Context: an optimization exercise on an open-source flow, tuned for small area, a short achievable clock period and few clock cycles per item. The choices shown serve that exercise and are no tape-out recipe. Function was not checked in any run shown here: the RTL went through the layout flow alone. No activity file was given, so power comes from the tool's default toggle rates.

===== flow/flow/run.sh =====
#!/bin/bash
# Layout flow: the standard ORFS flow, with two changes.
#  1. Synthesis is ORFS's own script (with the standard flow's -nofsm -noshare wrapper,
#     flatten and renaming, as in synth_recipe.tcl), but ABC maps with the
#     script in flow/abc.script and full/half adder extraction can be skipped.
#  2. The port buffers inserted during placement are buf cells instead of
#     the slow clkdlybuf cells that buffer_ports picks by default.
# Settings come from flow/params.sh. Each tool's output goes to its own log.
set -euo pipefail
HERE=$(pwd)
source "$HERE/flow/params.sh"
export MY_ABC_SCRIPT="$HERE/flow/abc.script"
export MY_NOFA
export BUFFER_PORTS_ARGS="-buffer_cell $PORT_BUFFER"
sed "s#SYNTH_SCRIPT=[^ ]*#SYNTH_SCRIPT=$HERE/flow/synth.tcl#" standard.sh > my_standard.sh
bash my_standard.sh finish > flow_make.log 2>&1

===== flow/flow/abc.script =====
strash
dch
map -D 2000
topo
stime -c

===== flow/flow/params.sh =====
MY_NOFA=1
PORT_BUFFER=sky130_fd_sc_hd__buf_1

===== flow/flow/synth.tcl =====
# synth_recipe.tcl with two hooks: abc runs flow/abc.script (MY_ABC_SCRIPT),
# and extract_fa is skipped when MY_NOFA is 1.
proc synth {args} { yosys synth -nofsm -noshare {*}$args }
proc abc {args} {
  set out {}
  set skip 0
  foreach a $args {
    if {$skip} { set skip 0; continue }
    if {$a eq "-script" || $a eq "-D"} { set skip 1; continue }
    lappend out $a
  }
  lappend out -script $::env(MY_ABC_SCRIPT)
  yosys abc {*}$out
}
if {$::env(MY_NOFA)} { proc extract_fa {args} {} }
source $::env(SCRIPTS_DIR)/synth.tcl
# left out here: clear keep_hierarchy, flatten, clean up, hide names made inside functions, write 1_2_yosys.v

===== flow/standard.sh =====
#!/bin/bash
# synth_recipe.tcl (not shown) runs the flow's synth.tcl, then flattens the netlist and writes it again
# the make line also repeats each setting of config.mk as NAME=value (left out here)
make -C /OpenROAD-flow-scripts/flow DESIGN_CONFIG=/design/flow/config.mk WORK_HOME=/design/flow/orfs CLKGATE_MAP_FILE= SYNTH_SCRIPT=/design/flow/synth_recipe.tcl "${@:-finish}"

===== flow/config.mk =====
export PLATFORM = sky130hd
export DESIGN_NAME = sqrt_mult_system
export DESIGN_NICKNAME = sqrt_mult_system
export VERILOG_FILES = /design/flow/design.v
export SDC_FILE = /design/flow/constraint.sdc
export NUM_CORES = 4
export LEC_CHECK = 0
export CAP_MARGIN = 20
export CORE_MARGIN = 2
export CORE_UTILIZATION = 40
export SETUP_SLACK_MARGIN = 1.8
export SLEW_MARGIN = 20

===== flow/constraint.sdc =====
create_clock -name core_clock -period 5.0 [get_ports {clk_i}]
set_input_delay 1.0000 -clock core_clock [delete_from_list [all_inputs] [get_ports {clk_i}]]
set_output_delay 1.0000 -clock core_clock [all_outputs]
set_load 0.01 [all_outputs]

===== flow/design.v =====
module sqrt_mult_system (
    input clk_i,
    input rst_i,
    input start_i,
    input [7:0] a_bi,
    input [7:0] b_bi,
    output [15:0] result,
    output done
);
    wire t_g1 = a_bi[1] & a_bi[0];
    wire t_p1 = a_bi[1] ^ a_bi[0];
    wire t_g2 = a_bi[2] & a_bi[1];
    wire t_p2 = a_bi[2] ^ a_bi[1];
    wire t_g3 = a_bi[3] & a_bi[2];
    wire t_p3 = a_bi[3] ^ a_bi[2];
    wire t_g4 = a_bi[4] & a_bi[3];
    wire t_p4 = a_bi[4] ^ a_bi[3];
    wire t_g5 = a_bi[5] & a_bi[4];
    wire t_p5 = a_bi[5] ^ a_bi[4];
    wire t_g6 = a_bi[6] & a_bi[5];
    wire t_p6 = a_bi[6] ^ a_bi[5];
    wire t_g7 = a_bi[7] & a_bi[6];
    wire t_p7 = a_bi[7] ^ a_bi[6];
    wire t_s0_1p = t_p1 & a_bi[0];
    wire t_s0_3g = t_g3 | (t_p3 & t_g2);
    wire t_s0_3p = t_p3 & t_p2;
    wire t_s0_5g = t_g5 | (t_p5 & t_g4);
    wire t_s0_5p = t_p5 & t_p4;
    wire t_s0_7g = t_g7 | (t_p7 & t_g6);
    wire t_s0_7p = t_p7 & t_p6;
    wire t_s1_2g = t_g2 | (t_p2 & t_g1);
    wire t_s1_2p = t_p2 & t_s0_1p;
    wire t_s1_3g = t_s0_3g | (t_s0_3p & t_g1);
    wire t_s1_3p = t_s0_3p & t_s0_1p;
    wire t_s1_6g = t_g6 | (t_p6 & t_s0_5g);
    wire t_s1_6p = t_p6 & t_s0_5p;
    wire t_s1_7g = t_s0_7g | (t_s0_7p & t_s0_5g);
    wire t_s1_7p = t_s0_7p & t_s0_5p;
    wire t_s2_4g = t_g4 | (t_p4 & t_s1_3g);
    wire t_s2_4p = t_p4 & t_s1_3p;
    wire t_s2_5g = t_s0_5g | (t_s0_5p & t_s1_3g);
    wire t_s2_5p = t_s0_5p & t_s1_3p;
    wire t_s2_6g = t_s1_6g | (t_s1_6p & t_s1_3g);
    wire t_s2_6p = t_s1_6p & t_s1_3p;
    wire t_s2_7g = t_s1_7g | (t_s1_7p & t_s1_3g);
    wire t_s2_7p = t_s1_7p & t_s1_3p;
    wire t_s3_8g = a_bi[7] & t_s2_7g;
    wire t_s3_8p = a_bi[7] & t_s2_7p;
    wire t_x2 = t_p2 ^ t_g1;
    wire t_x3 = t_p3 ^ t_s1_2g;
    wire t_x4 = t_p4 ^ t_s1_3g;
    wire t_x5 = t_p5 ^ t_s2_4g;
    wire t_x6 = t_p6 ^ t_s2_5g;
    wire t_x7 = t_p7 ^ t_s2_6g;
    wire t_x8 = a_bi[7] ^ t_s2_7g;
    wire c1 = b_bi >= 8'd1;
    wire c2 = b_bi >= 8'd4;
    wire c3 = b_bi >= 8'd9;
    wire c4 = b_bi >= 8'd16;
    wire c5 = b_bi >= 8'd25;
    wire c6 = b_bi >= 8'd36;
    wire c7 = b_bi >= 8'd49;
    wire c8 = b_bi >= 8'd64;
    wire c9 = b_bi >= 8'd81;
    wire c10 = b_bi >= 8'd100;
    wire c11 = b_bi >= 8'd121;
    wire c12 = b_bi >= 8'd144;
    wire c13 = b_bi >= 8'd169;
    wire c14 = b_bi >= 8'd196;
    wire c15 = b_bi >= 8'd225;
    wire le1 = (c1 & ~c2) | (c5 & ~c6) | (c9 & ~c10) | (c13 & ~c14);
    wire le2 = (c2 & ~c3) | (c6 & ~c7) | (c10 & ~c11) | (c14 & ~c15);
    wire le3 = (c3 & ~c4) | (c7 & ~c8) | (c11 & ~c12) | c15;
    wire he1 = c4 & ~c8;
    wire he2 = c8 & ~c12;
    wire lv0 = (le1 & a_bi[0]) | (le3 & a_bi[0]);
    wire lv1 = (le1 & a_bi[1]) | (le2 & a_bi[0]) | (le3 & t_p1);
    wire lv2 = (le1 & a_bi[2]) | (le2 & a_bi[1]) | (le3 & t_x2);
    wire lv3 = (le1 & a_bi[3]) | (le2 & a_bi[2]) | (le3 & t_x3);
    wire lv4 = (le1 & a_bi[4]) | (le2 & a_bi[3]) | (le3 & t_x4);
    wire lv5 = (le1 & a_bi[5]) | (le2 & a_bi[4]) | (le3 & t_x5);
    wire lv6 = (le1 & a_bi[6]) | (le2 & a_bi[5]) | (le3 & t_x6);
    wire lv7 = (le1 & a_bi[7]) | (le2 & a_bi[6]) | (le3 & t_x7);
    wire lv8 = (le2 & a_bi[7]) | (le3 & t_x8);
    wire lv9 = (le3 & t_s3_8g);
    wire hv0 = (he1 & a_bi[0]) | (c12 & a_bi[0]);
    wire hv1 = (he1 & a_bi[1]) | (he2 & a_bi[0]) | (c12 & t_p1);
    wire hv2 = (he1 & a_bi[2]) | (he2 & a_bi[1]) | (c12 & t_x2);
    wire hv3 = (he1 & a_bi[3]) | (he2 & a_bi[2]) | (c12 & t_x3);
    wire hv4 = (he1 & a_bi[4]) | (he2 & a_bi[3]) | (c12 & t_x4);
    wire hv5 = (he1 & a_bi[5]) | (he2 & a_bi[4]) | (c12 & t_x5);
    wire hv6 = (he1 & a_bi[6]) | (he2 & a_bi[5]) | (c12 & t_x6);
    wire hv7 = (he1 & a_bi[7]) | (he2 & a_bi[6]) | (c12 & t_x7);
    wire hv8 = (he2 & a_bi[7]) | (c12 & t_x8);
    wire hv9 = (c12 & t_s3_8g);
    wire fl_g0 = lv2 & hv0;
    wire fl_p0 = lv2 ^ hv0;
    wire fl_g1 = lv3 & hv1;
    wire fl_p1 = lv3 ^ hv1;
    wire fl_g2 = lv4 & hv2;
    wire fl_p2 = lv4 ^ hv2;
    wire fl_g3 = lv5 & hv3;
    wire fl_p3 = lv5 ^ hv3;
    wire fl_g4 = lv6 & hv4;
    wire fl_p4 = lv6 ^ hv4;
    wire fl_g5 = lv7 & hv5;
    wire fl_p5 = lv7 ^ hv5;
    wire fl_s0_1g = fl_g1 | (fl_p1 & fl_g0);
    wire fl_s0_1p = fl_p1 & fl_p0;
    wire fl_s0_3g = fl_g3 | (fl_p3 & fl_g2);
    wire fl_s0_3p = fl_p3 & fl_p2;
    wire fl_s0_5g = fl_g5 | (fl_p5 & fl_g4);
    wire fl_s0_5p = fl_p5 & fl_p4;
    wire fl_s1_2g = fl_g2 | (fl_p2 & fl_s0_1g);
    wire fl_s1_2p = fl_p2 & fl_s0_1p;
    wire fl_s1_3g = fl_s0_3g | (fl_s0_3p & fl_s0_1g);
    wire fl_s1_3p = fl_s0_3p & fl_s0_1p;
    wire fl_s2_4g = fl_g4 | (fl_p4 & fl_s1_3g);
    wire fl_s2_4p = fl_p4 & fl_s1_3p;
    wire fl_s2_5g = fl_s0_5g | (fl_s0_5p & fl_s1_3g);
    wire fl_s2_5p = fl_s0_5p & fl_s1_3p;
    wire fl_x1 = fl_p1 ^ fl_g0;
    wire fl_x2 = fl_p2 ^ fl_s0_1g;
    wire fl_x3 = fl_p3 ^ fl_s1_2g;
    wire fl_x4 = fl_p4 ^ fl_s1_3g;
    wire fl_x5 = fl_p5 ^ fl_s2_4g;
    reg        done_r;
    reg [7:0] res_lo;
    reg        cy_r;
    reg [1:0] up_lo;
    reg [3:0] up_hi;
    always @(posedge clk_i) begin
        done_r <= start_i & ~rst_i;
        res_lo <= {fl_x5, fl_x4, fl_x3, fl_x2, fl_x1, fl_p0, lv1, lv0};
        cy_r <= {fl_s2_5g};
        up_lo <= {lv9, lv8};
        up_hi <= {hv9, hv8, hv7, hv6};
    end
    wire fu_g0 = up_lo[0] & up_hi[0];
    wire fu_p0 = up_lo[0] ^ up_hi[0];
    wire fu_g1 = up_lo[1] & up_hi[1];
    wire fu_p1 = up_lo[1] ^ up_hi[1];
    wire fu_gc = fu_g0 | (fu_p0 & cy_r);
    wire fu_s0_1g = fu_g1 | (fu_p1 & fu_gc);
    wire fu_s0_1p = fu_p1 & fu_p0;
    wire fu_s0_3p = up_hi[3] & up_hi[2];
    wire fu_s1_2g = up_hi[2] & fu_s0_1g;
    wire fu_s1_2p = up_hi[2] & fu_s0_1p;
    wire fu_s1_3g = fu_s0_3p & fu_s0_1g;
    wire fu_s1_3p = fu_s0_3p & fu_s0_1p;
    wire fu_x0 = fu_p0 ^ cy_r;
    wire fu_x1 = fu_p1 ^ fu_gc;
    wire fu_x2 = up_hi[2] ^ fu_s0_1g;
    wire fu_x3 = up_hi[3] ^ fu_s1_2g;
    assign result = {4'b0, fu_x3, fu_x2, fu_x1, fu_x0, res_lo};
    assign done   = done_r;
endmodule

==> flow_summary.json, run 1 <==
{
  "drt_iter0_markers": 69,
  "synth-edff-count": 0,
  "finalWeightedCongestion": 0.977,
  "num-nets-final": 274,
  "wl_um": 3640,
  "die_area_mm2": 0.00373,
  "power.density_mw_per_mm2": 274,
  "cp-start-kind": "input port",
  "yosysSeqAreaShare_pct": 24.6,
  "worstPathMaxFanout": 4,
  "status": "no timing/DRC/antenna violations",
  "worst_path_max_delay_cell": "maj3_2",
  "post-route-period-util_pct": 66.3,
  "vias": 1513,
  "arrival_ps": 3480,
  "hold_violations": 0,
  "diodes": 0,
  "crit_chain": "buf_8 > nor2_4 > nand2_2 > o211ai_1 > nand3_1 > nor2_4 > clkinv_4 > a22oi_2 > o21ai_2 > buf_4 > a21oi_4 > o32ai_4 > maj3_2 > maj3_2",
  "core-area_mm2": 0.00308,
  "async_reset_ff_share_pct": 0,
  "max_stage_delay_ps": 340,
  "regArea_um2": 320,
  "period_minus_slack_ps": 3320,
  "drive_gt1_share_pct": 33.6,
  "place_hpwl_um": 2570,
  "io_buffers": 31,
  "worst_pin_slew_ps": 502,
  "grtUsageMet2_pct": 36.3,
  "io-pin-count": 36,
  "busiest_layer": "met2",
  "wl_per_cell_um": 12.3,
  "hold_buffers": 0,
  "vias_per_cell": 5.09,
  "cts_tree": "built",
  "start_util_pct": 42.3,
  "grt_max_degree": 9,
  "cts_buffer_depth": 2,
  "setup_viol": 0,
  "finish.utilization_pct": 63.0,
  "dpl_cell_area_mm2": 0.00151,
  "cts-htree-levels": 1,
  "die_width_um": 61.1,
  "dieHeight_um": 61.1,
  "grt_usage_pct": 19.8,
  "peakVddDrop_mv": 0.0834,
  "clk_pin_slew_ps": 80,
  "met3_usage_pct": 1.05,
  "multi_input_area_mm2": 0.00101,
  "yosysTopAreaCellShare_pct": 24.6,
  "clkSinkCount": 16,
  "antenna_left": 0,
  "design_area_mm2": 0.00194,
  "fillCellCount": 283,
  "final_max_slew_viol_count": 0,
  "syn2layout_area_growth_pct": 49.0,
  "fmax_ghz": 0.302,
  "ys_types": 24,
  "grt_pass1_wl_um": 5620,
  "p_leak_nw": 0.770,
  "drcViolationCount": 0,
  "dr.pass1.iters": 4,
  "cap_violations": 0,
  "worstSetupPathType": "input port to flop",
  "rsz0062_at_grt": "yes",
  "antenna_found_initial": 0,
  "relSlewSlack_pct": 66.5,
  "met1_usage_pct": 23.6,
  "netlist_area_mm2": 0.00130,
  "ys.flop_type": "dfxtp_1",
  "ys_seq_elements": 16,
  "cts_made_buffers": 3,
  "yosysTopAreaCell": "dfxtp_1",
  "hold_class": "input port to flop",
  "cts_root_buffer": "clkbuf_4",
  "yosysWarnings": 1,
  "avgSynthCellArea_um2": 6.71,
  "synth.area.top_cells": "dfxtp_1 25%, xor2_1 10%, clkinv_1 9.2%",
  "tns_ps": 0,
  "critPathRequiredTime_ps": 5160,
  "whs_ps": 868,
  "syn_inst": 194,
  "endpoint_kind": "flop",
  "overflow": 0,
  "grt_pass1_vias": 1338,
  "rows": 20
}
final timing paths:
path	from	to	slack (ps)	cells past startpoint
worst max-delay path	b_bi[3]	cy_r	1680	14
worst min-delay path	rst_i	done_r	870	2
layer usage:
layer  vias up  routed length [µm]
met5         -                   0
met4         0                  60
met3         8                 205
met2        58                1930
met1       681                1450
li1        766                   -
area by class of cell:
type / instances / area share [%]
repair buffers: 61 / 19.8
inverters: 32 / 7.54
flip-flops and latches: 16 / 16.5
clock buffers: 3 / 1.16
multi-input cells: 141 / 52.2
well taps: 44 / 2.84
critical path: cells and delay by family:
family | cells | cell delay, ps
AO/OA/AOI/OAI | 5 | 860
adder cells (fa/ha/maj) | 2 | 630
buffers and inverters | 3 | 340
AND/OR/NAND/NOR | 4 | 620
placed cells by master, fill, tap and decap left out, types with 5 or more instances in the layout:
cell type | synthesis | layout
clkinv_2 | 0 | 5
xnor2_1 | 7 | 7
dfxtp_1 | 16 | 16
o221ai_1 | 7 | 7
nor2_4 | 0 | 7
o21ai_0 | 9 | 6
buf_1 | 0 | 24
nand3_1 | 8 | 5
nor2_1 | 27 | 17
buf_4 | 8 | 31
xor2_1 | 15 | 15
a21oi_1 | 14 | 10
o22ai_1 | 6 | 5
nand2_1 | 23 | 21
clkinv_1 | 32 | 20
timing repair:
item | CTS | global route
hold endpoints to repair | 0 | 0
gates resized for setup | 36 | 18
pin swaps | 14 | 15
endpoints found under the setup margin | 3 | 3
buffers inserted | 20 | 10
power breakdown:
part / total (mW) / switching [mW] / internal, mW
clock network: 0.0606 / 0.0327 / 0.0279
logic: 0.301 / 0.165 / 0.137
registers: 0.170 / 0.00982 / 0.160
cells in the mapped netlist (all sizes together) (7+ instances only):
library cell	number
dfxtp	16
nand3	8
o21ai	9
nor2	27
xor2	15
nand2	23
a21oi	14
o221ai	7
buf	8
clkinv	32
xnor2	7
cells by family (layout without fill, tap and decap cells):
| logic type | count (synthesis) | in the layout | share of synthesized area [%] |
|---|---|---|---|
| and+or+nand+nor | 61 | 61 | 19.0 |
| AOI/OAI and AO/OA | 50 | 50 | 24.4 |
| buffers and inverters | 40 | 96 | 13.8 |
| xor gates and xnor gates | 22 | 22 | 14.8 |
| DFF | 16 | 16 | 24.6 |
| adders and majority gates | 4 | 4 | 3.07 |
| other | 1 | 4 | 0.288 |
registers in the layout (all words and copies together) (netlist names):
signal / count
done_r: 1
up_hi: 4
cy_r: 1
res_lo: 8
up_lo: 2
stage by stage:
stage	std cells	power (mW)	setup slack, ps
floorplan	197	0.359	1780
global route	297	0.572	1590
CTS	287	0.500	1800
finish	297	0.531	1680
global placement	264	0.396	1200
detailed placement	264	0.398	1150
==> inputs of run 2 (changes only) <==
--- a/flow/config.mk
+++ b/flow/config.mk
@@ -10,3 +10,3 @@
 export CORE_UTILIZATION = 40
-export SETUP_SLACK_MARGIN = 1.8
+export SETUP_SLACK_MARGIN = 2.2
 export SLEW_MARGIN = 20
==> run 2 against run 1 <==
Still clean; final cell count rose by 0.34%; maximum frequency grew 4.7%; combinational power is essentially flat; synthesized area is the same; wire length is 3.6% lower; first-iteration DRC count decreased by 55%; total power rose by 3.8%; sequential power barely moved; worst setup slack improved by 150 ps; clock power grew 33%; critical path depth is 2 higher.
==> flow_summary.json, run 2 <==
{
  "cp-start-kind": "input port",
  "netlist_area_mm2": 0.00130,
  "vias_per_cell": 5.05,
  "synth-edff-count": 0,
  "ys_types": 24,
  "endpoint": "cy_r",
  "hold_violations": 0,
  "synth.area.top_cells": "dfxtp_1 25%, xor2_1 10%, clkinv_1 9.2%",
  "cts_made_buffers": 3,
  "power.density_mw_per_mm2": 277,
  "clk_pin_slew_ps": 80,
  "cts-htree-levels": 1,
  "syn_inst": 194,
  "io-pin-count": 36,
  "worstPathMaxFanout": 6,
  "clkSinkCount": 16,
  "start_util_pct": 42.3,
  "cp-startpoint": "b_bi[7]",
  "cts_buffer_depth": 2,
  "place_hpwl_um": 2620,
  "final_cell_mix": "32 x buf_4, 23 x buf_1, 20 x nand2_1",
  "num-nets-final": 274,
  "post-route-period-util_pct": 63.4,
  "status": "no timing/DRC/antenna violations",
  "avgSynthCellArea_um2": 6.71,
  "antenna_left": 0,
  "yosysWarnings": 1,
  "p_total_mw": 0.552,
  "final_max_slew_viol_count": 0,
  "yosysTopAreaCellShare_pct": 24.6,
  "syn2layout_area_growth_pct": 52.7,
  "die_width_um": 61.1,
  "min_delay_path_depth": 2,
  "async_reset_ff_share_pct": 0,
  "reg.largest.list": "res_lo: 8 flops, up_hi: 4 flops, up_lo: 2 flops",
  "drcViolationCount": 0,
  "setup_viol": 0,
  "peakVddDrop_mv": 0.0993,
  "top_register": "res_lo",
  "die_area_mm2": 0.00373,
  "vias": 1505,
  "fmax_ghz": 0.316,
  "yosysMostFrequentCell": "clkinv_1",
  "tns_ps": 0,
  "period_minus_slack_ps": 3170,
  "antenna_found_initial": 0,
  "cts_tree": "built",
  "cap_violations": 0,
  "finalWeightedCongestion": 0.883,
  "rsz0062_at_grt": "yes",
  "mostFrequentLayoutCell": "buf_4",
  "rows": 20,
  "dr.pass1.iters": 4,
  "min_from": "rst_i",
  "wl_per_cell_um": 11.8,
  "grt_usage_pct": 19.7,
  "critPathRequiredTime_ps": 5170,
  "overflow": 0,
  "grt_max_degree": 10,
  "largest_register_ffs": 8,
  "cts_root_buffer": "clkbuf_4",
  "diodes": 0,
  "yosysSeqAreaShare_pct": 24.6,
  "io_buffers": 31,
  "dieHeight_um": 61.1,
  "grt_pass1_vias": 1366,
  "p_leak_nw": 0.799,
  "grt_pass1_wl_um": 5620,
  "drt_iter0_markers": 31,
  "ys_seq_elements": 16,
  "core-area_mm2": 0.00308,
  "ys.flop_type": "dfxtp_1",
  "endpoint_kind": "flop",
  "worstSetupPathType": "input port to flop",
  "hold_class": "input port to flop",
  "yosysTopAreaCell": "dfxtp_1",
  "wl_um": 3510,
  "drive_gt1_share_pct": 38.6,
  "arrival_ps": 3340,
  "yosys-top-cells-count": "32 x clkinv_1, 27 x nor2_1, 23 x nand2_1",
  "hold_buffers": 0
}
[run 2: cell counts after synthesis]
No cell type changed its count.
[run 2: cell families (layout without fill, tap and decap cells)]
group,Yosys count,count (layout),share of synthesized area [%]
fa+ha+maj,4,4,3.07
flops,16,16,24.6
buf+inv,40,97,13.8
xor+xnor,22,22,14.8
compound gates,50,50,24.4
other cells,1,4,0.288
simple gates,61,61,19.0
[run 2: what timing repair did]
action / CTS / global route
resized for setup: 37 / 36
setup buffers: 21 / 9
endpoints found under the hold margin: 0 / 0
pin swaps: 11 / 19
endpoints found under the setup margin: 6 / 10
[run 2: worst min-delay path by stage]
stage / end / slack (ps)
finish: done_r / 860
global route: done_r / 880
CTS: done_r / 850
detailed placement: done_r / 1160
floorplan: done_r / 1070
global placement: done_r / 1150
[run 2: metal layers]
layer  wire, µm  track usage, %  up-vias
li1           -               -      773
met1       1490            22.7      683
met2       1830            36.8       41
met3        123            1.47        8
met4         68            8.70        0
met5          0               0        -
[run 2: where the power goes]
part / leakage (nW) / switching (mW) / internal, mW
registers: 0.134 / 0.0106 / 0.160
clock network: 0.0210 / 0.0365 / 0.0443
logic: 0.643 / 0.163 / 0.137
[run 2: metrics by stage]
stage               hold slack (ps)  util [%]  setup WS [ps]  area (µm²)  std cells
floorplan                      1070         -           1780        1400        197
global placement               1150      49.0           1190        1510        264
detailed placement             1160      49.0           1180        1510        264
CTS                             852      58.7           1880        1810        289
global route                    884      64.6           1710        1990        298
finish                          863      64.6           1830        1990        298
[run 2: layout make-up]
class,instances,area (µm²)
Multi-Input combinational cell,141,1050
Tap cell,44,55.1
Inverter,32,149
Timing Repair Buffer,61,379
Clock buffer,4,36.3
Sequential cell,16,320
Fill cell,310,1090
[run 2: critical path: stages]
cell      delay, ps
buf_2           140
nor2_4          130
clkinv_4         90
nor2_4          160
nor2_4           60
nand2_2          70
nand3_2          80
nor2_4          230
clkinv_4         90
a22oi_2         200
o21ai_2         100
xor2_1          170
inv_2            90
o32ai_4          90
maj3_2          340
maj3_2          310
==> inputs of run 3 (changes only) <==
--- a/flow/config.mk
+++ b/flow/config.mk
@@ -10,3 +10,3 @@
 export CORE_UTILIZATION = 40
-export SETUP_SLACK_MARGIN = 2.2
+export SETUP_SLACK_MARGIN = 2.6
 export SLEW_MARGIN = 20
==> run 3 against run 2 <==
Still clean; sequential power is essentially flat; critical path depth decreased by 3; via count up 7.0%.
==> flow_summary.json, run 3 <==
{
  "rows": 20,
  "cp-startpoint": "b_bi[4]",
  "clk_pin_slew_ps": 80,
  "netlist_area_mm2": 0.00130,
  "dieHeight_um": 61.1,
  "wl_met1_um": 1710,
  "endpoint_kind": "flop",
  "avgSynthCellArea_um2": 6.71,
  "rsz0062_at_grt": "yes",
  "yosysTopAreaCellShare_pct": 24.6,
  "dpl_cell_area_mm2": 0.00151,
  "yosysTopAreaCell": "dfxtp_1",
  "crit_chain": "buf_4 > nor2_4 > nor2_4 > nor2_2 > nand2_2 > nand3_4 > nor2_4 > or2_2 > a31oi_4 > or2_4 > o32ai_4 > maj3_2 > maj3_2",
  "finish.utilization_pct": 70.2,
  "die_width_um": 61.1,
  "syn_inst": 194,
  "placed_cells": 264,
  "yosys-top-cells-count": "32 x clkinv_1, 27 x nor2_1, 23 x nand2_1",
  "synth.area.top_cells": "dfxtp_1 25%, xor2_1 10%, clkinv_1 9.2%",
  "num-nets-final": 277,
  "antenna_found_initial": 0,
  "ys_types": 24,
  "start_util_pct": 42.3,
  "synth_top_family_by_area": "compound AO/OA/AOI/OAI gates",
  "wl_met3_um": 190,
  "grt_max_degree": 9,
  "synthAdderAreaFrac_pct": 3.07,
  "antenna_left": 0,
  "place_hpwl_um": 2510,
  "finalWeightedCongestion": 0.973,
  "arrival_ps": 3350,
  "worst_pin_slew_ps": 542,
  "clkSinkCount": 16,
  "crit_top_cell": "nor2_4",
  "drt_iter0_markers": 88,
  "tns_ps": 0,
  "post-route-period-util_pct": 63.7,
  "yosys-mux-area-fraction_pct": 0,
  "reg.largest.list": "res_lo: 8 flops, up_hi: 4 flops, up_lo: 2 flops",
  "dr.pass1.iters": 4,
  "p_total_mw": 0.576,
  "core-area_mm2": 0.00308,
  "wl_um": 4300,
  "cts-htree-levels": 1,
  "io_buffers": 31,
  "fmax_ghz": 0.314,
  "overflow": 0,
  "worst_path_max_delay_cell": "maj3_2",
  "top_layer": "met4",
  "design_area_mm2": 0.00216,
  "cap_violations": 0,
  "cts_buffer_depth": 2,
  "synth_xor_area_share_pct": 14.8,
  "drcViolationCount": 0,
  "critPathRequiredTime_ps": 5160,
  "ys_seq_elements": 16,
  "async_reset_ff_share_pct": 0,
  "largest_register_ffs": 8,
  "finalNonFillerCells": 300,
  "grt_usage_pct": 20.6,
  "cts_made_buffers": 3,
  "hold_violations": 0,
  "top_register": "res_lo",
  "worstPathMaxFanout": 5,
  "grt_pass1_vias": 1440,
  "p_leak_nw": 0.846,
  "power.density_mw_per_mm2": 267,
  "cts_tree": "built",
  "status": "no timing/DRC/antenna violations",
  "wl_per_cell_um": 14.3,
  "wl_met2_um": 2230,
  "die_area_mm2": 0.00373,
  "grt_pass1_wl_um": 5840,
  "syn2layout_area_growth_pct": 65.8,
  "mostFrequentLayoutCell": "buf_4",
  "relSlewSlack_pct": 63.9,
  "ys.flop_type": "dfxtp_1",
  "vias_per_cell": 5.37,
  "peakVddDrop_mv": 0.0923,
  "final_cell_mix": "30 x buf_4, 20 x buf_1, 17 x clkinv_1, 17 x nand2_1, 16 x dfxtp_1",
  "io-pin-count": 36,
  "synth-edff-count": 0,
  "final_max_slew_viol_count": 0,
  "hold_class": "input port to flop",
  "period_minus_slack_ps": 3190,
  "diodes": 0,
  "yosysWarnings": 1,
  "vias": 1610,
  "drive_gt1_share_pct": 46.9,
  "synth_compound_area_share_pct": 24.4,
  "yosysMostFrequentCell": "clkinv_1",
  "endpoint": "cy_r",
  "yosysSeqAreaShare_pct": 24.6,
  "cts_root_buffer": "clkbuf_4",
  "max_stage_delay_ps": 330,
  "worstSetupPathType": "input port to flop",
  "synth-simple-area-share_pct": 19.0,
  "cp-start-kind": "input port",
  "setup_viol": 0
}
run 3: logic make-up after synthesis:
family                     after synthesis
and+or+nand+nor                         61
other                                    1
AOI/OAI and AO/OA                       50
xor gates and xnor gates                22
adders and majority gates                4
buffers and inverters                   40
DFF                                     16
run 3: worst min path at each step:
stage,startpoint,end,slack [ps],depth (start not counted)
after floorplan,rst_i,done_r,1070,1
after global placement,rst_i,done_r,1150,2
after detailed placement,rst_i,done_r,1160,2
after CTS,rst_i,done_r,860,2
after global routing,rst_i,done_r,890,2
final,rst_i,done_r,860,2
run 3: layout make-up:
class / count / area [µm²]
Clock buffer: 3 / 22.5
Fill cell: 243 / 918
Inverter: 32 / 154
Multi-Input combinational cell: 141 / 1180
Sequential cell: 16 / 320
Tap cell: 44 / 55.1
Timing Repair Buffer: 64 / 427
run 3: timing repair:
item	in CTS	in global routing
pin swaps	19	22
endpoints found under the setup margin	14	12
gates resized for setup	57	53
hold buffers	0	0
setup buffers	24	9
run 3: per-stage QoR:
step / setup slack [ps] / hold slack (ps)
final: 1810 / 862
after global routing: 1710 / 889
after CTS: 1840 / 859
after detailed placement: 1160 / 1160
after global placement: 1220 / 1150
after floorplan: 1780 / 1070
run 3: power breakdown:
part	switching (mW)	internal (mW)	total, mW
logic	0.188	0.155	0.343
registers	0.0110	0.160	0.171
clock network	0.0339	0.0279	0.0618
run 3: critical path, delay by kind of cell:
family | cells | cell delay [ps]
adders and majority gates | 2 | 620
buffers and inverters | 1 | 140
AOI/OAI and AO/OA | 2 | 310
and+or+nand+nor | 8 | 1260
run 3: metal layers:
metal,global-route usage (%),vias to the layer above
li1,-,773
met3,1.89,18
met5,0,-
met1,21.9,761
met2,39.2,58
met4,11.8,0
==> inputs of run 4 (changes only) <==
--- a/flow/design.v
+++ b/flow/design.v
@@ -107,2 +107,6 @@
     wire fl_p5 = lv7 ^ hv5;
+    wire fl_g6 = lv8 & hv6;
+    wire fl_p6 = lv8 ^ hv6;
+    wire fl_g7 = lv9 & hv7;
+    wire fl_p7 = lv9 ^ hv7;
     wire fl_s0_1g = fl_g1 | (fl_p1 & fl_g0);
@@ -113,2 +117,4 @@
     wire fl_s0_5p = fl_p5 & fl_p4;
+    wire fl_s0_7g = fl_g7 | (fl_p7 & fl_g6);
+    wire fl_s0_7p = fl_p7 & fl_p6;
     wire fl_s1_2g = fl_g2 | (fl_p2 & fl_s0_1g);
@@ -117,2 +123,6 @@
     wire fl_s1_3p = fl_s0_3p & fl_s0_1p;
+    wire fl_s1_6g = fl_g6 | (fl_p6 & fl_s0_5g);
+    wire fl_s1_6p = fl_p6 & fl_s0_5p;
+    wire fl_s1_7g = fl_s0_7g | (fl_s0_7p & fl_s0_5g);
+    wire fl_s1_7p = fl_s0_7p & fl_s0_5p;
     wire fl_s2_4g = fl_g4 | (fl_p4 & fl_s1_3g);
@@ -121,2 +131,6 @@
     wire fl_s2_5p = fl_s0_5p & fl_s1_3p;
+    wire fl_s2_6g = fl_s1_6g | (fl_s1_6p & fl_s1_3g);
+    wire fl_s2_6p = fl_s1_6p & fl_s1_3p;
+    wire fl_s2_7g = fl_s1_7g | (fl_s1_7p & fl_s1_3g);
+    wire fl_s2_7p = fl_s1_7p & fl_s1_3p;
     wire fl_x1 = fl_p1 ^ fl_g0;
@@ -126,31 +140,20 @@
     wire fl_x5 = fl_p5 ^ fl_s2_4g;
+    wire fl_x6 = fl_p6 ^ fl_s2_5g;
+    wire fl_x7 = fl_p7 ^ fl_s2_6g;
     reg        done_r;
-    reg [7:0] res_lo;
+    reg [9:0] res_lo;
     reg        cy_r;
-    reg [1:0] up_lo;
-    reg [3:0] up_hi;
+    reg [1:0] up_hi;
     always @(posedge clk_i) begin
         done_r <= start_i & ~rst_i;
-        res_lo <= {fl_x5, fl_x4, fl_x3, fl_x2, fl_x1, fl_p0, lv1, lv0};
-        cy_r <= {fl_s2_5g};
-        up_lo <= {lv9, lv8};
-        up_hi <= {hv9, hv8, hv7, hv6};
+        res_lo <= {fl_x7, fl_x6, fl_x5, fl_x4, fl_x3, fl_x2, fl_x1, fl_p0, lv1, lv0};
+        cy_r <= {fl_s2_7g};
+        up_hi <= {hv9, hv8};
     end
-    wire fu_g0 = up_lo[0] & up_hi[0];
-    wire fu_p0 = up_lo[0] ^ up_hi[0];
-    wire fu_g1 = up_lo[1] & up_hi[1];
-    wire fu_p1 = up_lo[1] ^ up_hi[1];
-    wire fu_gc = fu_g0 | (fu_p0 & cy_r);
-    wire fu_s0_1g = fu_g1 | (fu_p1 & fu_gc);
-    wire fu_s0_1p = fu_p1 & fu_p0;
-    wire fu_s0_3p = up_hi[3] & up_hi[2];
-    wire fu_s1_2g = up_hi[2] & fu_s0_1g;
-    wire fu_s1_2p = up_hi[2] & fu_s0_1p;
-    wire fu_s1_3g = fu_s0_3p & fu_s0_1g;
-    wire fu_s1_3p = fu_s0_3p & fu_s0_1p;
-    wire fu_x0 = fu_p0 ^ cy_r;
-    wire fu_x1 = fu_p1 ^ fu_gc;
-    wire fu_x2 = up_hi[2] ^ fu_s0_1g;
-    wire fu_x3 = up_hi[3] ^ fu_s1_2g;
-    assign result = {4'b0, fu_x3, fu_x2, fu_x1, fu_x0, res_lo};
+    wire fu_gc = up_hi[0] & cy_r;
+    wire fu_s0_1g = up_hi[1] & fu_gc;
+    wire fu_s0_1p = up_hi[1] & up_hi[0];
+    wire fu_x0 = up_hi[0] ^ cy_r;
+    wire fu_x1 = up_hi[1] ^ fu_gc;
+    assign result = {4'b0, fu_x1, fu_x0, res_lo};
     assign done   = done_r;
==> flow/flow/abc.script (replaced) <==
strash
dch
map -a
topo
stime -c
--- a/flow/config.mk
+++ b/flow/config.mk
@@ -10,3 +10,3 @@
 export CORE_UTILIZATION = 40
-export SETUP_SLACK_MARGIN = 2.6
+export SETUP_SLACK_MARGIN = 1.8
 export SLEW_MARGIN = 20
==> run 4 against run 3 <==
Clock power grew 24%; final cell count grew 3.0%; sequential share of layout area grew 0.40 points; hold slack gained 13 ps; utilization shrank 10 points; via count shrank 4.7%; wire length shrank 23%; die area grew 0.62%; synthesized cell count grew 13%; total power shrank 11%; critical endpoint is now res_lo[8]; largest power group unchanged.
==> flow_summary.json, run 4 <==
{
  "place_hpwl_um": 2450,
  "async_reset_ff_share_pct": 0,
  "worst_path_max_delay_cell": "a211oi_1",
  "wl_um": 3310,
  "arrival_ps": 3330,
  "worstPathMaxFanout": 4,
  "grt_pass1_wl_um": 5110,
  "setup_viol": 0,
  "crit_chain": "buf_1 > nor2_2 > buf_4 > a21oi_2 > clkinv_1 > a211oi_1 > o21ai_0 > nand3_2 > inv_4 > buf_4 > nor2_1 > o21ai_2 > o21ai_4 > nand4_1 > o211ai_1 > buf_4 > a21oi_2 > xnor2_1",
  "reg.largest.list": "res_lo: 10 flops, up_hi: 2 flops",
  "rows": 20,
  "endpoint_kind": "flop",
  "critPathRequiredTime_ps": 5150,
  "dr.pass1.iters": 4,
  "yosysWarnings": 1,
  "hold_violations": 0,
  "period_minus_slack_ps": 3180,
  "worstSetupPathType": "input port to flop",
  "final_max_slew_viol_count": 0,
  "core-area_mm2": 0.00308,
  "yosysTopAreaCell": "dfxtp_1",
  "top_layer": "met4",
  "vias": 1535,
  "p_leak_nw": 0.765,
  "cts_buffer_depth": 2,
  "drt_iter0_markers": 66,
  "cts_made_buffers": 3,
  "wl_met1_um": 1560,
  "io_buffers": 31,
  "antenna_found_initial": 0,
  "mostFrequentLayoutCell": "nand2_1",
  "crit_top_cell": "buf_4",
  "start_util_pct": 42.6,
  "cts_root_buffer": "clkbuf_4",
  "cp-start-kind": "input port",
  "wl_met3_um": 139,
  "vias_per_cell": 4.97,
  "clkSinkCount": 14,
  "num-nets-final": 285,
  "max_stage_delay_ps": 220,
  "synth-edff-count": 0,
  "syn_inst": 219,
  "top_register": "res_lo",
  "final_cell_mix": "38 x nand2_1, 27 x nor2_1, 22 x buf_1",
  "power.density_mw_per_mm2": 280,
  "wl_met2_um": 1540,
  "syn2layout_area_growth_pct": 40.4,
  "die_area_mm2": 0.00375,
  "whs_ps": 875,
  "yosysSeqAreaShare_pct": 21.4,
  "yosys-top-cells-count": "40 x nand2_1, 39 x nor2_1, 38 x clkinv_1",
  "clk_pin_slew_ps": 80,
  "hold_class": "input port to flop",
  "yosysTopAreaCellShare_pct": 21.4,
  "ys.flop_type": "dfxtp_1",
  "drive_gt1_share_pct": 30.2,
  "post-route-period-util_pct": 63.5,
  "ys_types": 24,
  "rsz0062_at_grt": "yes",
  "ys_seq_elements": 14,
  "wl_per_cell_um": 10.7,
  "die_width_um": 61.3,
  "fmax_ghz": 0.315,
  "cts_tree": "built",
  "antenna_left": 0,
  "synth.area.top_cells": "dfxtp_1 21%, nand2_1 11%, nor2_1 11%",
  "finalWeightedCongestion": 0.915,
  "netlist_area_mm2": 0.00131,
  "overflow": 0,
  "grt_max_degree": 9,
  "peakVddDrop_mv": 0.0933,
  "hold_buffers": 0,
  "tns_ps": 0,
  "io-pin-count": 36,
  "cts-htree-levels": 1,
  "avgSynthCellArea_um2": 5.99,
  "grt_pass1_vias": 1215,
  "grt_usage_pct": 17.5,
  "dieHeight_um": 61.3,
  "diodes": 0,
  "drcViolationCount": 0,
  "largest_register_ffs": 10,
  "cap_violations": 0,
  "yosysMostFrequentCell": "nand2_1",
  "status": "no timing/DRC/antenna violations"
}
## run 4: cell types whose count changed in the layout (fill, tap and decap cells not counted), moves of 5 or more
cell     previous run  this run
buf_6               7         2
nand2_2             6         1
inv_2               3        10
nand2_1            17        38
buf_4              30        14
nor2_1             14        27
inv_4               9         4
## run 4: kinds of logic (layout without fill, tap and decap cells)
group	Yosys count	in the layout	share of synthesized area, %
simple gates	89	89	26.7
compound gates	52	52	24.6
buf+inv	44	87	14.3
xor+xnor	19	19	12.7
flops	14	14	21.4
other cells	1	4	0.286
## run 4: worst max-delay path: cells and delay by family
kind	cells	cell delay, ps
xor+xnor	1	130
simple gates	4	420
buf+inv	6	740
compound gates	7	1050
## run 4: per-stage QoR
step / cell area [µm²] / util [%] / power [mW] / setup slack [ps] / cells
after floorplan: 1340 / - / 0.328 / 1810 / 222
after CTS: 1640 / 53.2 / 0.475 / 1800 / 298
after global placement: 1470 / 47.8 / 0.380 / 1120 / 291
after global routing: 1840 / 59.8 / 0.565 / 1600 / 309
final: 1840 / 59.8 / 0.514 / 1820 / 309
after detailed placement: 1470 / 47.8 / 0.377 / 1140 / 291
## run 4: power by group
group          switching [mW]  total, mW  leakage, nW  internal, mW
registers             0.00816      0.155        0.118         0.147
clock network          0.0324     0.0765       0.0210        0.0441
logic                   0.166      0.283        0.626         0.117
## run 4: cell type report
| class | instances | area [µm²] |
|---|---|---|
| fill | 276 | 1240 |
| multi-input combinational | 164 | 1060 |
| sequential | 14 | 280 |
| timing repair buffer | 45 | 250 |
| inverter | 38 | 161 |
| tap | 44 | 55.1 |
| clock buffer | 4 | 36.3 |
## run 4: final timing paths
| path | startpoint | end | slack (ps) | cells after the start |
|---|---|---|---|---|
| min | rst_i | done_r | 880 | 2 |
| max | b_bi[0] | res_lo[8] | 1820 | 18 |
## run 4: what timing repair did
| action | in CTS | in global routing |
|---|---|---|
| pin swaps | 5 | 19 |
| hold endpoints to repair | 0 | 0 |
| gates resized for setup | 32 | 50 |
| setup endpoints to repair | 5 | 5 |
| setup buffers | 3 | 11 |
## run 4: layer usage
layer  vias to the layer above  GRT usage (%)
li1                        803              -
met1                       677           24.2
met2                        49           28.0
met3                         6           1.47
met4                         0           7.14
met5                         -              0
==> inputs of run 5 (changes only) <==
--- a/flow/config.mk
+++ b/flow/config.mk
@@ -10,3 +10,3 @@
 export CORE_UTILIZATION = 40
-export SETUP_SLACK_MARGIN = 1.8
+export SETUP_SLACK_MARGIN = 2.2
 export SLEW_MARGIN = 20
==> run 5 against run 4 <==
Die area is the same; final cell count grew 3.6%; sequential share of layout area shrank 1.9 points; sequential cell count is the same; critical path depth shrank 4; synthesized area is the same; highest routed layer unchanged.
==> flow_summary.json, run 5 <==
{
  "vias": 1630,
  "reg.largest.list": "res_lo: 10 flops, up_hi: 2 flops",
  "finalWeightedCongestion": 0.937,
  "clk_pin_slew_ps": 110,
  "placed_cells": 291,
  "dr.pass1.iters": 4,
  "die_width_um": 61.3,
  "drt_iter0_markers": 63,
  "die_area_mm2": 0.00375,
  "cap_violations": 0,
  "cts-htree-levels": 1,
  "ys_types": 24,
  "mostFrequentLayoutCell": "nand2_1",
  "post-route-period-util_pct": 61.7,
  "synth.area.top_cells": "dfxtp_1 21%, nand2_1 11%, nor2_1 11%",
  "yosys-top-cells-count": "40 x nand2_1, 39 x nor2_1, 38 x clkinv_1",
  "antenna_found_initial": 0,
  "cp-start-kind": "input port",
  "p_leak_nw": 0.866,
  "cts_made_buffers": 3,
  "overflow": 0,
  "core-area_mm2": 0.00308,
  "syn2layout_area_growth_pct": 60.5,
  "rows": 20,
  "peakVddDrop_mv": 0.107,
  "dieHeight_um": 61.3,
  "fmax_ghz": 0.324,
  "final_max_slew_viol_count": 0,
  "clkSinkCount": 14,
  "diodes": 0,
  "num-nets-final": 296,
  "yosysWarnings": 1,
  "final_cell_mix": "35 x nand2_1, 26 x buf_4, 21 x nor2_1",
  "status": "no timing/DRC/antenna violations",
  "critPathRequiredTime_ps": 5210,
  "start_util_pct": 42.6,
  "antenna_left": 0,
  "yosysTopAreaCell": "dfxtp_1",
  "arrival_ps": 3300,
  "worstSetupPathType": "input port to flop",
  "grt_usage_pct": 20.3,
  "synth-edff-count": 0,
  "hold_buffers": 0,
  "tns_ps": 0,
  "finalNonFillerCells": 320,
  "yosysTopAreaCellShare_pct": 21.4,
  "cts_buffer_depth": 2,
  "top_register": "res_lo",
  "largest_register_ffs": 10,
  "hold_violations": 0,
  "drive_gt1_share_pct": 42.0,
  "period_minus_slack_ps": 3090,
  "netlist_area_mm2": 0.00131,
  "io-pin-count": 36,
  "hold_class": "input port to flop",
  "cts_root_buffer": "clkbuf_4",
  "io_buffers": 31,
  "ys_seq_elements": 14,
  "grt_max_degree": 9,
  "grt_pass1_wl_um": 5800,
  "cts_tree": "built",
  "endpoint_kind": "flop",
  "avgSynthCellArea_um2": 5.99,
  "setup_viol": 0,
  "wl_um": 3930,
  "ys.flop_type": "dfxtp_1",
  "drcViolationCount": 0,
  "syn_inst": 219,
  "yosysSeqAreaShare_pct": 21.4,
  "yosysMostFrequentCell": "nand2_1",
  "vias_per_cell": 5.09,
  "worstPathMaxFanout": 7,
  "async_reset_ff_share_pct": 0,
  "p_total_mw": 0.556,
  "grt_pass1_vias": 1359,
  "wl_per_cell_um": 12.3,
  "power.density_mw_per_mm2": 264,
  "place_hpwl_um": 2550,
  "rsz0062_at_grt": "yes",
  "whs_ps": 835
}
run 5: cell counts after synthesis:
Identical to the previous run, type by type.
run 5: report_power, final:
group,leakage (nW),internal [mW],switching [mW]
Clock,0.0210,0.0443,0.0420
Sequential,0.118,0.147,0.00921
Combinational,0.728,0.132,0.182
run 5: what timing repair did:
action	4_1_cts	5_1_grt
gates resized for setup	40	48
buffers inserted	12	13
pin swaps	20	28
endpoints found under the setup margin	7	7
run 5: metrics by stage:
step                util, %  instance area [µm²]  setup slack (ps)
detailed placement     51.7                 1590              1250
CTS                    59.5                 1830              1940
global route           68.4                 2100              1710
global placement       51.7                 1590              1190
floorplan                 -                 1470              1980
finish                 68.4                 2100              1910
run 5: critical path, stage by stage:
cell	delay, ps
buf_4	150
nor2_4	180
clkinv_1	220
a21oi_1	250
nand2_1	130
o2111ai_4	190
a22oi_1	140
o21ai_1	150
xor2_1	210
nand4_1	110
o211ai_1	200
nand3_1	120
nand2_1	100
xor2_1	130
run 5: final cells by class:
cell class | count | area [µm²]
sequential | 14 | 280
multi-input combinational | 164 | 1170
fill | 265 | 973
inverter | 38 | 193
clock buffer | 4 | 36.3
timing repair buffer | 56 | 370
tap | 44 | 55.1
run 5: per-layer routing:
metal	part of all wire (%)	wire (µm)	global-route usage (%)
met1	43	1700	26.2
met2	49	1940	34.2
met3	5.7	224	3.36
met4	1.7	65	6.52
met5	0	0	0
run 5: logic make-up after synthesis:
logic type             after synthesis  synth area share, %
flip-flops                          14                 21.4
XOR/XNOR                            19                 12.7
buffers and inverters               44                 14.3
AO/OA/AOI/OAI                       52                 24.6
AND/OR/NAND/NOR                     89                 26.7
other                                1                0.286
run 5: worst paths after layout:
path,to,depth (start not counted),start
worst min-delay path,done_r,2,rst_i
worst max-delay path,res_lo[9],14,b_bi[6]
==> inputs of run 6 (changes only) <==
--- a/flow/config.mk
+++ b/flow/config.mk
@@ -10,3 +10,3 @@
 export CORE_UTILIZATION = 40
-export SETUP_SLACK_MARGIN = 2.2
+export SETUP_SLACK_MARGIN = 2.6
 export SLEW_MARGIN = 20
==> run 6 against run 5 <==
First-iteration DRC count increased by 52%; highest routed layer unchanged; global-route usage grew 2.0 points; clock-buffer cell count is the same; largest power group unchanged; maximum frequency grew 0.61%; synthesized cell count did not move.
==> flow_summary.json, run 6 <==
{
  "yosysTopAreaCellShare_pct": 21.4,
  "ys_seq_elements": 14,
  "arrival_ps": 3310,
  "rsz0062_at_grt": "yes",
  "clk_pin_slew_ps": 100,
  "status": "no timing/DRC/antenna violations",
  "grt_pass1_vias": 1509,
  "overflow": 0,
  "syn2layout_area_growth_pct": 68.2,
  "finalWeightedCongestion": 0.946,
  "wl_per_cell_um": 13.3,
  "finish.utilization_pct": 71.7,
  "critPathRequiredTime_ps": 5240,
  "post-route-period-util_pct": 61.4,
  "whs_ps": 838,
  "grt_max_degree": 9,
  "yosysTopAreaCell": "dfxtp_1",
  "hold_class": "input port to flop",
  "hold_violations": 0,
  "dp_slack_ps": 1200,
  "fillCellCount": 248,
  "ys_types": 24,
  "cp-start-kind": "input port",
  "path_buf_inv": 9,
  "design_area_mm2": 0.00221,
  "grt_usage_pct": 22.3,
  "tns_ps": 0,
  "ys.flop_type": "dfxtp_1",
  "p_leak_nw": 0.939,
  "max_stage_delay_ps": 220,
  "cap_violations": 0,
  "layout_setup_ws_ps": 1930,
  "crit_chain": "buf_4 > nor2_4 > clkinv_1 > nor2_4 > clkinv_2 > o221ai_2 > clkinv_1 > nor2_1 > clkinv_2 > buf_4 > o21ai_4 > nand4_1 > o211ai_1 > buf_4 > buf_4 > buf_6 > xor2_1",
  "die_area_mm2": 0.00375,
  "critical_path.top_delay_family": "buffers and inverters",
  "largest_register_ffs": 10,
  "die_width_um": 61.3,
  "dieHeight_um": 61.3,
  "vias": 1730,
  "worst_path_max_delay_cell": "o221ai_2",
  "yosysSeqAreaShare_pct": 21.4,
  "async_reset_ff_share_pct": 0,
  "yosysMostFrequentCell": "nand2_1",
  "cts_root_buffer": "clkbuf_4",
  "drcViolationCount": 0,
  "drt_iter0_markers": 96,
  "antenna_left": 0,
  "cts-htree-levels": 1,
  "clkSinkCount": 14,
  "period_minus_slack_ps": 3070,
  "cts_buffer_depth": 2,
  "rows": 20,
  "reg.largest.list": "res_lo: 10 flops, up_hi: 2 flops",
  "grt_pass1_wl_um": 6340,
  "start_util_pct": 42.6,
  "avgSynthCellArea_um2": 5.99,
  "worstSetupPathType": "input port to flop",
  "mostFrequentLayoutCell": "buf_4",
  "synth.area.top_cells": "dfxtp_1 21%, nand2_1 11%, nor2_1 11%",
  "drive_gt1_share_pct": 47.1,
  "syn_inst": 219,
  "yosysWarnings": 1,
  "fmax_ghz": 0.326,
  "diodes": 0,
  "final_cell_mix": "37 x buf_4, 34 x nand2_1, 20 x buf_1",
  "netlist_area_mm2": 0.00131,
  "peakVddDrop_mv": 0.115,
  "vias_per_cell": 5.20,
  "io-pin-count": 36,
  "io_buffers": 31,
  "place_hpwl_um": 2650,
  "num-nets-final": 309,
  "dpl_cell_area_mm2": 0.00160,
  "cts_made_buffers": 3,
  "setup_viol": 0,
  "endpoint_kind": "flop",
  "synth-edff-count": 0,
  "final_max_slew_viol_count": 0,
  "cts_tree": "built",
  "wl_um": 4430,
  "crit_top_cell": "buf_4",
  "yosys-top-cells-count": "40 x nand2_1, 39 x nor2_1, 38 x clkinv_1",
  "worstPathMaxFanout": 6,
  "dr.pass1.iters": 4,
  "power.density_mw_per_mm2": 267,
  "core-area_mm2": 0.00308,
  "antenna_found_initial": 0,
  "top_register": "res_lo"
}
==> run 6: where the power goes <==
| group | internal [mW] | switching [mW] | leakage [nW] |
|---|---|---|---|
| clock network | 0.0444 | 0.0428 | 0.0210 |
| logic | 0.149 | 0.195 | 0.801 |
| registers | 0.147 | 0.00945 | 0.118 |
==> run 6: final timing paths <==
| path | startpoint | endpoint | slack [ps] | cells past startpoint |
|---|---|---|---|---|
| min | rst_i | done_r | 840 | 2 |
| max | b_bi[6] | res_lo[6] | 1930 | 17 |
==> run 6: layer usage <==
layer	routed length [µm]	global-route usage [%]
met5	0	0
met4	140	8.39
met3	225	3.78
met2	2310	40.6
met1	1750	25.8
==> run 6: cell type report <==
| class | instances | area [µm²] | area share [%] |
|---|---|---|---|
| tap | 44 | 55.1 | 2.50 |
| timing repair buffer | 69 | 455 | 20.6 |
| clock buffer | 4 | 36.3 | 1.64 |
| multi-input combinational | 164 | 1180 | 53.3 |
| inverter | 38 | 203 | 9.19 |
| sequential | 14 | 280 | 12.7 |
==> run 6: through the flow <==
step                total power, mW  std cells
finish                        0.588        333
global route                  0.629        333
CTS                           0.540        316
detailed placement            0.396        291
global placement              0.393        291
floorplan                     0.341        222
==> run 6: timing repair <==
action	4_1_cts	5_1_grt
pin swaps	27	21
resized for setup	59	37
setup buffers	21	17
gates cloned	0	0
setup endpoints to repair	10	10
hold buffers	0	0
==> run 6: cell families (layout without fill, tap and decap cells) <==
family	count (synthesis)	after routing	synth area share [%]
other	1	4	0.286
AO/OA/AOI/OAI	52	52	24.6
flip-flops	14	14	21.4
XOR/XNOR	19	19	12.7
AND/OR/NAND/NOR	89	89	26.7
buffers and inverters	44	111	14.3
==> inputs of run 7 (changes only) <==
==> flow/flow/abc.script (replaced) <==
strash
dch
map -D 2000
topo
stime -c
--- a/flow/config.mk
+++ b/flow/config.mk
@@ -10,3 +10,3 @@
 export CORE_UTILIZATION = 40
-export SETUP_SLACK_MARGIN = 2.6
+export SETUP_SLACK_MARGIN = 1.8
 export SLEW_MARGIN = 20
==> run 7 against run 6 <==
Still clean on timing, DRC and antenna; clock power is 11% lower; global-route usage is 4.5 points lower; hold slack better by 33 ps; final cell count is 6.0% lower; sequential power hardly changed; sequential cell count stayed put; via count is 9.5% lower; critical path depth is 1 lower; die area is 0.88% higher; utilization is 8.6 points lower; synthesized area is 0.95% higher; critical endpoint is now cy_r; highest routed layer unchanged.
==> flow_summary.json, run 7 <==
{
  "reg.largest.list": "res_lo: 10 flops, up_hi: 2 flops",
  "worst_pin_slew_ps": 520,
  "synth-simple-area-share_pct": 30.0,
  "dpl_cell_area_mm2": 0.00152,
  "relSlewSlack_pct": 64.9,
  "dp_slack_ps": 1200,
  "min_from": "rst_i",
  "endpoint_kind": "flop",
  "power.density_mw_per_mm2": 287,
  "grt_pass1_vias": 1243,
  "worst_path_max_delay_cell": "o32ai_4",
  "io-pin-count": 36,
  "die_width_um": 61.5,
  "synth_top_family_by_area": "simple AND/OR/NAND/NOR gates",
  "min_delay_path_depth": 2,
  "synth-edff-count": 0,
  "antenna_left": 0,
  "grt_max_degree": 9,
  "cap_violations": 0,
  "cp-start-kind": "input port",
  "finalNonFillerCells": 313,
  "critPathRequiredTime_ps": 5200,
  "cts_buffer_depth": 2,
  "synth_xor_area_share_pct": 13.9,
  "setup_viol": 0,
  "yosys-top-cells-count": "49 x nand2_1, 33 x nor2_1, 31 x clkinv_1",
  "hold_violations": 0,
  "core-area_mm2": 0.00310,
  "synth.area.top_cells": "dfxtp_1 21%, nand2_1 14%, xor2_1 9.9%",
  "crit_chain": "clkbuf_2 > nor2_4 > nand2_4 > o211ai_1 > o221ai_2 > nor2_2 > clkinv_2 > a22o_4 > nor2_4 > a31oi_4 > or2_4 > o32ai_4 > nand2_1 > nand2_2 > nand3_2 > o211ai_1",
  "final_cell_mix": "44 x nand2_1, 23 x buf_1, 22 x clkinv_1",
  "start_util_pct": 42.7,
  "dieHeight_um": 61.5,
  "syn2layout_area_growth_pct": 47.9,
  "vias": 1566,
  "vias_per_cell": 5.00,
  "drive_gt1_share_pct": 32.7,
  "wl_per_cell_um": 11.4,
  "worstHoldEndpoint": "done_r",
  "arrival_ps": 3340,
  "diodes": 0,
  "mostFrequentLayoutCell": "nand2_1",
  "cts_root_buffer": "clkbuf_4",
  "cts_made_buffers": 3,
  "placed_cells": 290,
  "worstPathMaxFanout": 4,
  "place_hpwl_um": 2460,
  "ys_seq_elements": 14,
  "finalWeightedCongestion": 0.901,
  "top_register": "res_lo",
  "io_buffers": 31,
  "layout_setup_ws_ps": 1860,
  "largest_register_ffs": 10,
  "yosysSeqAreaShare_pct": 21.2,
  "fillCellCount": 289,
  "overflow": 0,
  "ys_types": 23,
  "design_area_mm2": 0.00196,
  "rows": 20,
  "drcViolationCount": 0,
  "num-nets-final": 289,
  "synthAdderAreaFrac_pct": 0,
  "fmax_ghz": 0.318,
  "hold_class": "input port to flop",
  "period_minus_slack_ps": 3140,
  "finish.utilization_pct": 63.1,
  "async_reset_ff_share_pct": 0,
  "max_stage_delay_ps": 310,
  "grt_usage_pct": 17.8,
  "tns_ps": 0,
  "whs_ps": 871,
  "dr.pass1.iters": 4,
  "yosysTopAreaCell": "dfxtp_1",
  "antenna_found_initial": 0,
  "yosysWarnings": 1,
  "die_area_mm2": 0.00379,
  "rsz0062_at_grt": "yes",
  "yosysMostFrequentCell": "nand2_1",
  "yosys-mux-area-fraction_pct": 0,
  "post-route-period-util_pct": 62.8,
  "syn_inst": 218,
  "final_max_slew_viol_count": 0,
  "clk_pin_slew_ps": 80,
  "wl_um": 3580,
  "worstSetupPathType": "input port to flop",
  "ys.flop_type": "dfxtp_1",
  "peakVddDrop_mv": 0.113,
  "netlist_area_mm2": 0.00132,
  "synth_compound_area_share_pct": 22.5,
  "cts_tree": "built",
  "clkSinkCount": 14,
  "drt_iter0_markers": 35,
  "cts-htree-levels": 1,
  "p_total_mw": 0.563,
  "grt_pass1_wl_um": 5210,
  "yosysTopAreaCellShare_pct": 21.2,
  "avgSynthCellArea_um2": 6.07,
  "p_leak_nw": 0.808,
  "status": "no timing/DRC/antenna violations"
}
-- run 7: timing repair --
item                                    CTS  global route
endpoints found under the setup margin    5             4
endpoints found under the hold margin     0             0
setup buffers                             9            10
resized for setup                        20            54
pin swaps                                 7            24
hold buffers                              0             0
-- run 7: area by class of cell --
| type | instances | area, µm² | share of cell area [%] |
|---|---|---|---|
| clock buffer | 4 | 36.3 | 1.85 |
| inverter | 31 | 124 | 6.33 |
| multi-input combinational | 170 | 1180 | 60.1 |
| sequential | 14 | 280 | 14.3 |
| tap | 44 | 55.1 | 2.81 |
| timing repair buffer | 50 | 285 | 14.6 |
-- run 7: worst max-delay path: cells and delay by family --
kind / cells / cell delay [ps]
AOI/OAI and AO/OA: 6 / 1100
buffers and inverters: 2 / 210
and+or+nand+nor: 8 / 1040
-- run 7: power by group --
part / leakage (nW) / switching, mW / total [mW] / internal (mW)
logic: 0.669 / 0.190 / 0.328 / 0.138
registers: 0.118 / 0.00880 / 0.158 / 0.149
clock network: 0.0210 / 0.0332 / 0.0775 / 0.0443
total: 0.808 / 0.232 / 0.563 / 0.331
-- run 7: kinds of logic (layout without fill, tap and decap cells) --
kind of cell    Yosys count  in the layout
compound gates           46             46
flops                    14             14
simple gates             99             99
other cells               1              4
buf+inv                  37             85
xor+xnor                 21             21
-- run 7: how the worst max path moves through the flow --
stage	depth (start not counted)	start	to	slack (ps)
finish	16	b_bi[1]	cy_r	1860
global placement	15	b_bi[7]	cy_r	1170
detailed placement	13	b_bi[5]	res_lo[8]	1200
floorplan	12	b_bi[5]	res_lo[9]	1830
global route	16	b_bi[1]	cy_r	1620
CTS	12	b_bi[7]	res_lo[8]	1840
-- run 7: routing by layer --
layer  up-vias  track usage (%)  wire length [µm]
met3        10             1.05               198
met1       686             23.8              1560
met5         -                0                 0
met2        57             29.5              1730
li1        813                -                 -
met4         0             7.60                87
==> inputs of run 8 (changes only) <==
--- a/flow/config.mk
+++ b/flow/config.mk
@@ -10,3 +10,3 @@
 export CORE_UTILIZATION = 40
-export SETUP_SLACK_MARGIN = 1.8
+export SETUP_SLACK_MARGIN = 2.2
 export SLEW_MARGIN = 20
==> run 8 against run 7 <==
Die area unchanged; critical path depth up 1; clock-buffer cell count unchanged; non-clock buffer count up 7; clock power down 2%; wire length down 1.2%.
==> flow_summary.json, run 8 <==
{
  "status": "no timing/DRC/antenna violations",
  "drcViolationCount": 0,
  "clkSinkCount": 14,
  "p_leak_nw": 0.836,
  "io_buffers": 31,
  "p_total_mw": 0.563,
  "cp-startpoint": "b_bi[3]",
  "endpoint_kind": "flop",
  "async_reset_ff_share_pct": 0,
  "wl_met1_um": 1570,
  "die_width_um": 61.5,
  "cp-start-kind": "input port",
  "cap_violations": 0,
  "finalWeightedCongestion": 0.948,
  "wl_per_cell_um": 11.0,
  "syn_inst": 218,
  "io-pin-count": 36,
  "synth.area.top_cells": "dfxtp_1 21%, nand2_1 14%, xor2_1 9.9%",
  "worstSetupPathType": "input port to flop",
  "final_max_slew_viol_count": 0,
  "mostFrequentLayoutCell": "nand2_1",
  "rows": 20,
  "dr.pass1.iters": 4,
  "largest_register_ffs": 10,
  "reg.largest.list": "res_lo: 10 flops, up_hi: 2 flops",
  "ys.flop_type": "dfxtp_1",
  "worstPathMaxFanout": 4,
  "overflow": 0,
  "cts-htree-levels": 1,
  "hold_violations": 0,
  "netlist_area_mm2": 0.00132,
  "endpoint": "cy_r",
  "top_layer": "met4",
  "setup_viol": 0,
  "fmax_ghz": 0.314,
  "cts_buffer_depth": 2,
  "dieHeight_um": 61.5,
  "vias": 1573,
  "peakVddDrop_mv": 0.0908,
  "critPathRequiredTime_ps": 5190,
  "wl_um": 3530,
  "yosysSeqAreaShare_pct": 21.2,
  "hold_buffers": 0,
  "yosys-top-cells-count": "49 x nand2_1, 33 x nor2_1, 31 x clkinv_1",
  "synth-edff-count": 0,
  "power.density_mw_per_mm2": 287,
  "place_hpwl_um": 2490,
  "arrival_ps": 3370,
  "whs_ps": 870,
  "yosysTopAreaCell": "dfxtp_1",
  "grt_max_degree": 9,
  "grt_pass1_wl_um": 5690,
  "die_area_mm2": 0.00379,
  "design_area_mm2": 0.00196,
  "antenna_found_initial": 0,
  "wl_met2_um": 1730,
  "wl_met3_um": 178,
  "cts_tree": "built",
  "diodes": 0,
  "clk_pin_slew_ps": 70,
  "final_cell_mix": "44 x nand2_1, 25 x buf_4, 21 x clkinv_1, 21 x nor2_1, 21 x buf_1",
  "yosysTopAreaCellShare_pct": 21.2,
  "crit_chain": "buf_6 > nor2_4 > nand2_2 > buf_4 > o211ai_1 > o221ai_1 > nor2_2 > clkinv_2 > a22o_4 > nor2_1 > a31oi_1 > or2_4 > o32ai_4 > nand2_1 > nand2_2 > nand3_2 > o211ai_1",
  "vias_per_cell": 4.92,
  "start_util_pct": 42.7,
  "antenna_left": 0,
  "dpl_cell_area_mm2": 0.00154,
  "cts_root_buffer": "clkbuf_4",
  "num-nets-final": 296,
  "finalNonFillerCells": 320,
  "yosysWarnings": 1,
  "period_minus_slack_ps": 3180,
  "drt_iter0_markers": 36,
  "post-route-period-util_pct": 63.7,
  "drive_gt1_share_pct": 33.0,
  "core-area_mm2": 0.00310,
  "tns_ps": 0,
  "cts_made_buffers": 3,
  "syn2layout_area_growth_pct": 48.3,
  "yosysMostFrequentCell": "nand2_1",
  "rsz0062_at_grt": "yes",
  "hold_class": "input port to flop",
  "grt_pass1_vias": 1344,
  "grt_usage_pct": 19.5,
  "max_stage_delay_ps": 270,
  "ys_types": 23,
  "placed_cells": 290,
  "top_register": "res_lo",
  "avgSynthCellArea_um2": 6.07,
  "worst_path_max_delay_cell": "or2_4",
  "ys_seq_elements": 14
}
[run 8: cell counts after synthesis]
No cell type changed its count.
[run 8: how the worst min path moves through the flow]
stage / to / cells past startpoint / startpoint / slack (ps)
floorplan: done_r / 1 / rst_i / 1070
global placement: done_r / 2 / rst_i / 1160
detailed placement: done_r / 2 / rst_i / 1150
CTS: done_r / 2 / rst_i / 860
global route: done_r / 2 / rst_i / 870
finish: done_r / 2 / rst_i / 870
[run 8: repair_timing]
item | 4_1_cts | 5_1_grt
gates resized for setup | 37 | 21
endpoints found under the setup margin | 9 | 7
setup buffers | 19 | 7
pin swaps | 18 | 18
[run 8: layout make-up]
type,instances,area (µm²)
multi-input combinational,170,1110
fill,295,1140
tap,44,55.1
inverter,31,124
timing repair buffer,57,353
sequential,14,280
clock buffer,4,36.3
[run 8: cell families (layout without fill, tap and decap cells)]
| family | after synthesis | in the layout | synth area share, % |
|---|---|---|---|
| and+or+nand+nor | 99 | 99 | 30.0 |
| AOI/OAI and AO/OA | 46 | 46 | 22.5 |
| buffers and inverters | 37 | 92 | 12.2 |
| xor gates and xnor gates | 21 | 21 | 13.9 |
| DFF | 14 | 14 | 21.2 |
| other | 1 | 4 | 0.283 |
[run 8: per-layer routing]
layer  up-vias  GRT usage, %
li1        830             -
met1       681          25.2
met5         -             0
met4         0          6.69
met2        54          33.2
met3         8          2.31
[run 8: metrics by stage]
step | setup WS, ps | utilization, %
4_1_cts | 1930 | 59.4
5_1_grt | 1650 | 63.3
3_5_place_dp | 1220 | 49.6
2_1_floorplan | 1880 | -
6_report | 1820 | 63.3
3_3_place_gp | 1210 | 49.6
[run 8: report_power, final]
group          switching [mW]  internal (mW)  total, mW
Combinational           0.184          0.145      0.329
Clock                  0.0318         0.0442     0.0760
Sequential            0.00887          0.149      0.158
[run 8: critical path: cells and delay by family]
family | cells | cell delay, ps
and+or+nand+nor | 8 | 980
AOI/OAI and AO/OA | 6 | 1030
buffers and inverters | 3 | 350

==> what the ideal ports hide <==
How much do the figures lean on ideal ports? The routed layouts below were timed once more, with nothing changed but the port constraints.
Step 1 sets driving cells, clkbuf_16 on the clock port and buf_2 on the other inputs (assumed; they add their load-dependent delay and slew).
Step 2 also shifts input and output timing later by t, the mid clock arrival at the registers, as if the neighbouring blocks saw the same clock.
a / b / c = no drivers / after step 1 / after step 2; a / b = the first two.
run	t, ns	slack for setup (ns)	worst hold slack (ns)	latest minus earliest clock arrival (ns)	pins driven straight from the clock port
run 1	0.293	1.683 / 1.665 / 1.372	0.868 / 0.871 / 1.164	0.004 / 0.004	1
run 2	0.294	1.831 / 1.820 / 1.526	0.863 / 0.871 / 1.165	0.001 / 0.002	1
run 3	0.293	1.814 / 1.811 / 1.518	0.862 / 0.864 / 1.157	0.011 / 0.011	1
run 4	0.285	1.825 / 1.823 / 1.538	0.875 / 0.875 / 1.160	0.001 / 0.001	1
run 5	0.307	1.913 / 1.917 / 1.610	0.835 / 0.838 / 1.145	0.021 / 0.021	1
run 6	0.316	1.932 / 1.925 / 1.609	0.838 / 0.840 / 1.156	0.014 / 0.014	1
run 7	0.289	1.858 / 1.838 / 1.549	0.871 / 0.876 / 1.165	0.001 / 0.001	1
run 8	0.285	1.817 / 1.805 / 1.519	0.870 / 0.874 / 1.159	0.000 / 0.001	1
After both steps every run listed still meets setup and hold. The setup slack of run 6, which loses most, moves by -0.007 ns with the drivers and by -0.323 ns with both steps.
